What follows belongs to an exercise in optimizing a design on an open flow for small area; a production flow would make more cautious choices.
Function was checked by simulation only, so behaviour that the tests miss may differ from the original.
Power is estimated from default activity; no workload was simulated.

tundra:
// main_ctrl
module main_ctrl(clk, rst, config_load, config_done, ifmap_ready, wght_ready, op_go, op_done, bias_write,
                 psum_split_condense, maxpooling, tile_order_first, tile_order_last,
                 ifmapR, ifmapC, ofmapR, ofmapC, kernelR, kernelC, inchannel, outchannel,
                 load_wght, data_ready, sum_in_bias, tile_done, current_state,
                 ofmap_en, ofmap_addrin,
                 ifmap_en_b, wght_en_b, ofmap_en_a, ofmap_en_b, bias_en_a, bias_en_b,
                 bias_addr_b, ifmap_addr_b, wght_addr_b, ofmap_addr_a, ofmap_addr_b,
                 ifmap_wen_b, wght_wen_b, ofmap_wen_a, ofmap_wen_b, bias_wen_a, bias_wen_b);
For scale: ~1400 cells after synthesis, roughly 190 I/O pins, roughly 14000 µm² of cells after synthesis.
clock: 8.0 ns
lec_check: 0
cap_margin: 20
core_margin: 2
core_utilization: 65
slew_margin: 20
standard.sh (not shown) runs the stock make flow with config.mk's settings and CLKGATE_MAP_FILE= SYNTH_SCRIPT=/design/flow/synth_recipe.tcl, a recipe that flattens the netlist after the stock synthesis.
==> flow/flow/run.sh <==
#!/bin/bash
# Standard ORFS layout with two changes: port buffers use the smallest buffer
# cell, and clock tree synthesis inserts no dummy loads.
set -euo pipefail
bash standard.sh \
  BUFFER_PORTS_ARGS="-buffer_cell sky130_fd_sc_hd__buf_1" \
  CTS_ARGS="-sink_clustering_enable -repair_clock_nets -dont_use_dummy_load -buf_list {sky130_fd_sc_hd__clkbuf_4} -sink_clustering_size 10 -sink_clustering_max_diameter 40" \
  SKIP_REPAIR_TIE_FANOUT=1 finish > standard.log 2>&1
--- input diff tundra..umber ---
==> flow/run.sh (new file) <==
#!/bin/bash
# synth_recipe.tcl (not shown) runs the flow's synth.tcl, then flattens the netlist and writes it again
# the make line also repeats each setting of config.mk as NAME=value (left out here)
make -C /OpenROAD-flow-scripts/flow DESIGN_CONFIG=/design/flow/config.mk WORK_HOME=/design/flow/orfs CLKGATE_MAP_FILE= SYNTH_SCRIPT=/design/flow/synth_recipe.tcl finish
removed: flow/flow/run.sh
removed: flow/standard.sh
Findings:
umber ended with less number of cells on the critical path than tundra.
Compared with tundra, umber shows area added between synthesis and finish higher by 13 points.
Worst-path cell with the longest stage delay: sky130_fd_sc_hd__nor4_1 -> tundra, sky130_fd_sc_hd__clkdlybuf4s50_1 -> umber
Compared with tundra, umber shows post-layout net count higher by 31.
Changes in quartz relative to umber:
==> flow/flow/run.sh (new file) <==
#!/bin/bash
# Standard ORFS layout with two changes: port buffers use the smallest buffer
# cell, and clock tree synthesis inserts no dummy loads.
set -euo pipefail
bash standard.sh \
  BUFFER_PORTS_ARGS="-buffer_cell sky130_fd_sc_hd__buf_1" \
  CTS_ARGS="-sink_clustering_enable -repair_clock_nets -dont_use_dummy_load -buf_list {sky130_fd_sc_hd__clkbuf_8} -sink_clustering_size 16 -sink_clustering_max_diameter 60" \
  finish > standard.log 2>&1
==> flow/standard.sh (new file) <==
#!/bin/bash
# synth_recipe.tcl (not shown) runs the flow's synth.tcl, then flattens the netlist and writes it again
# the make line also repeats each setting of config.mk as NAME=value (left out here)
make -C /OpenROAD-flow-scripts/flow DESIGN_CONFIG=/design/flow/config.mk WORK_HOME=/design/flow/orfs CLKGATE_MAP_FILE= SYNTH_SCRIPT=/design/flow/synth_recipe.tcl "${@:-finish}"
removed: flow/run.sh
[summary]
Looking at path length in cells of the critical path, quartz sits 1 above umber.
On number of detailed-routing iterations run before antenna repair: quartz sits below umber.
The lower layout overhead on the synthesized area came out of quartz.
Sort quartz and umber by fraction of final layout cells with drive strength greater than 1, descending, and umber comes first.
Against umber, global-route wire length before repair in quartz came out better.
For the sequential share of layout area, quartz came in 3.6 points higher than umber did.
Delta(clock latency of the later-clocked register in the worst-skew pair, quartz - umber) > 0
| internal power of the cells | lower: quartz |
The inputs of delta differ from those of quartz as listed below.
==> flow/flow/run.sh <==
#!/bin/bash
# Standard ORFS layout (the standard.sh, standard synthesis) with three changes:
#  - port buffers use the smallest buffer cell (buf_1),
#  - clock tree synthesis inserts no dummy loads and builds the tree from clkbuf_4,
#  - constant outputs share one tie cell instead of one tie cell each.
set -euo pipefail
bash standard.sh \
  BUFFER_PORTS_ARGS="-buffer_cell sky130_fd_sc_hd__buf_1" \
  CTS_ARGS="-sink_clustering_enable -repair_clock_nets -dont_use_dummy_load -buf_list {sky130_fd_sc_hd__clkbuf_4} -sink_clustering_size 10 -sink_clustering_max_diameter 40" \
  SKIP_REPAIR_TIE_FANOUT=1 \
  finish > standard.log 2>&1
Notes after the runs:
delta ended with every stage complete and zero timing, DRC or antenna violations.
Compared with quartz, in delta power after layout decreased by 1.4% relative to the old numbers; count of multi-input combinational gates decreased 39.
Source-to-sink clock delay at the later pin of the worst-skew pair came out higher on delta than on quartz.
The lower via count normalized by instance count came out of quartz.
Changes observed in delta relative to quartz: final area shrank by about 1.3%; fraction of power consumed by combinational cells grew by 0.3 points; combinational power held steady.
In the reports for delta and quartz, the larger clock distribution power belongs to quartz.
Comparing delta and quartz, switching power summed over all nets is lower on delta.
Looking at delta and quartz, the area share of buffers outside the clock network is a wash.
Diff quartz -> delta | share of power burned in the clock network | decrease of 0.7 points
Edits applied to the flow inputs when going from delta to ember:
==> flow/flow/run.sh <==
#!/bin/bash
# Standard ORFS layout (the standard.sh, standard synthesis) with three changes:
#  - port buffers use the smallest buffer cell (buf_1),
#  - clock tree synthesis inserts no dummy loads and builds the tree from clkbuf_4,
#  - constant outputs share one tie cell instead of one tie cell each.
set -euo pipefail
bash standard.sh \
  BUFFER_PORTS_ARGS="-buffer_cell sky130_fd_sc_hd__buf_1" \
  CTS_ARGS="-sink_clustering_enable -repair_clock_nets -dont_use_dummy_load -buf_list {sky130_fd_sc_hd__clkbuf_4} -sink_clustering_size 12 -sink_clustering_max_diameter 45" \
  SKIP_REPAIR_TIE_FANOUT=1 \
  finish > standard.log 2>&1
--- outcome ---
- Sort ember and delta by final cycle utilization of the critical path asc -> top: delta
- Taking delta as the reference, in ember share of total power in sequential cells grew by 0.4 points, detailed-route wire length now sits lower, vias per cell went down 0.49%.
The inputs of pepper differ from those of ember as listed below.
==> flow/flow/run.sh <==
#!/bin/bash
# Standard ORFS layout (the standard.sh, standard synthesis) with three changes:
#  - port buffers use the smallest buffer cell (buf_1),
#  - clock tree synthesis inserts no dummy loads and builds the tree from clkbuf_4,
#  - constant outputs share one tie cell instead of one tie cell each.
set -euo pipefail
bash standard.sh \
  BUFFER_PORTS_ARGS="-buffer_cell sky130_fd_sc_hd__buf_1" \
  CTS_ARGS="-sink_clustering_enable -repair_clock_nets -dont_use_dummy_load -buf_list {sky130_fd_sc_hd__clkbuf_2} -sink_clustering_size 6 -sink_clustering_max_diameter 25" \
  SKIP_REPAIR_TIE_FANOUT=1 \
  finish > standard.log 2>&1
==> comparison <==
- The final layout from pepper, which completed every stage, passed the timing, DRC and antenna checks at the end of the flow.
- Routed length on met3 of pepper exceeds that of ember by a little under 10%.
- The data arrival time of the critical path of ember and that of pepper are within noise of each other.
- Lower synthesis-to-layout area growth among pepper and ember: ember

## what the ideal ports hide
How much do the figures lean on ideal ports? The routed layouts below were timed once more, with nothing changed but the port constraints. Step 1 sets driving cells, clkbuf_16 on the clock port and buf_2 on the other inputs (assumed; they add their load-dependent delay and slew). Step 2 adds t to the input delays and takes it off the output delays; t is the mean of the earliest and latest rising clock arrival at the registers after step 1. Input paths then give back, and output paths get back, about the clock's delay inside the block. Three values: no drivers, after step 1, after step 2; two values: the first two.
run	t (ns)	slack for setup (ns)	hold WS [ns]
tundra	0.647	0.712 / 0.692 / 0.176	0.281 / 0.281 / 0.281
umber	0.573	0.254 / 0.232 / -0.071	0.318 / 0.318 / 0.318
quartz	0.573	0.668 / 0.648 / 0.231	0.310 / 0.310 / 0.310
delta	0.647	0.712 / 0.692 / 0.176	0.281 / 0.281 / 0.281
ember	0.698	0.678 / 0.659 / 0.198	0.284 / 0.284 / 0.284
pepper	0.764	0.677 / 0.657 / 0.187	0.250 / 0.250 / 0.250
Met with ideal ports but missed after step 2: setup timing in umber.
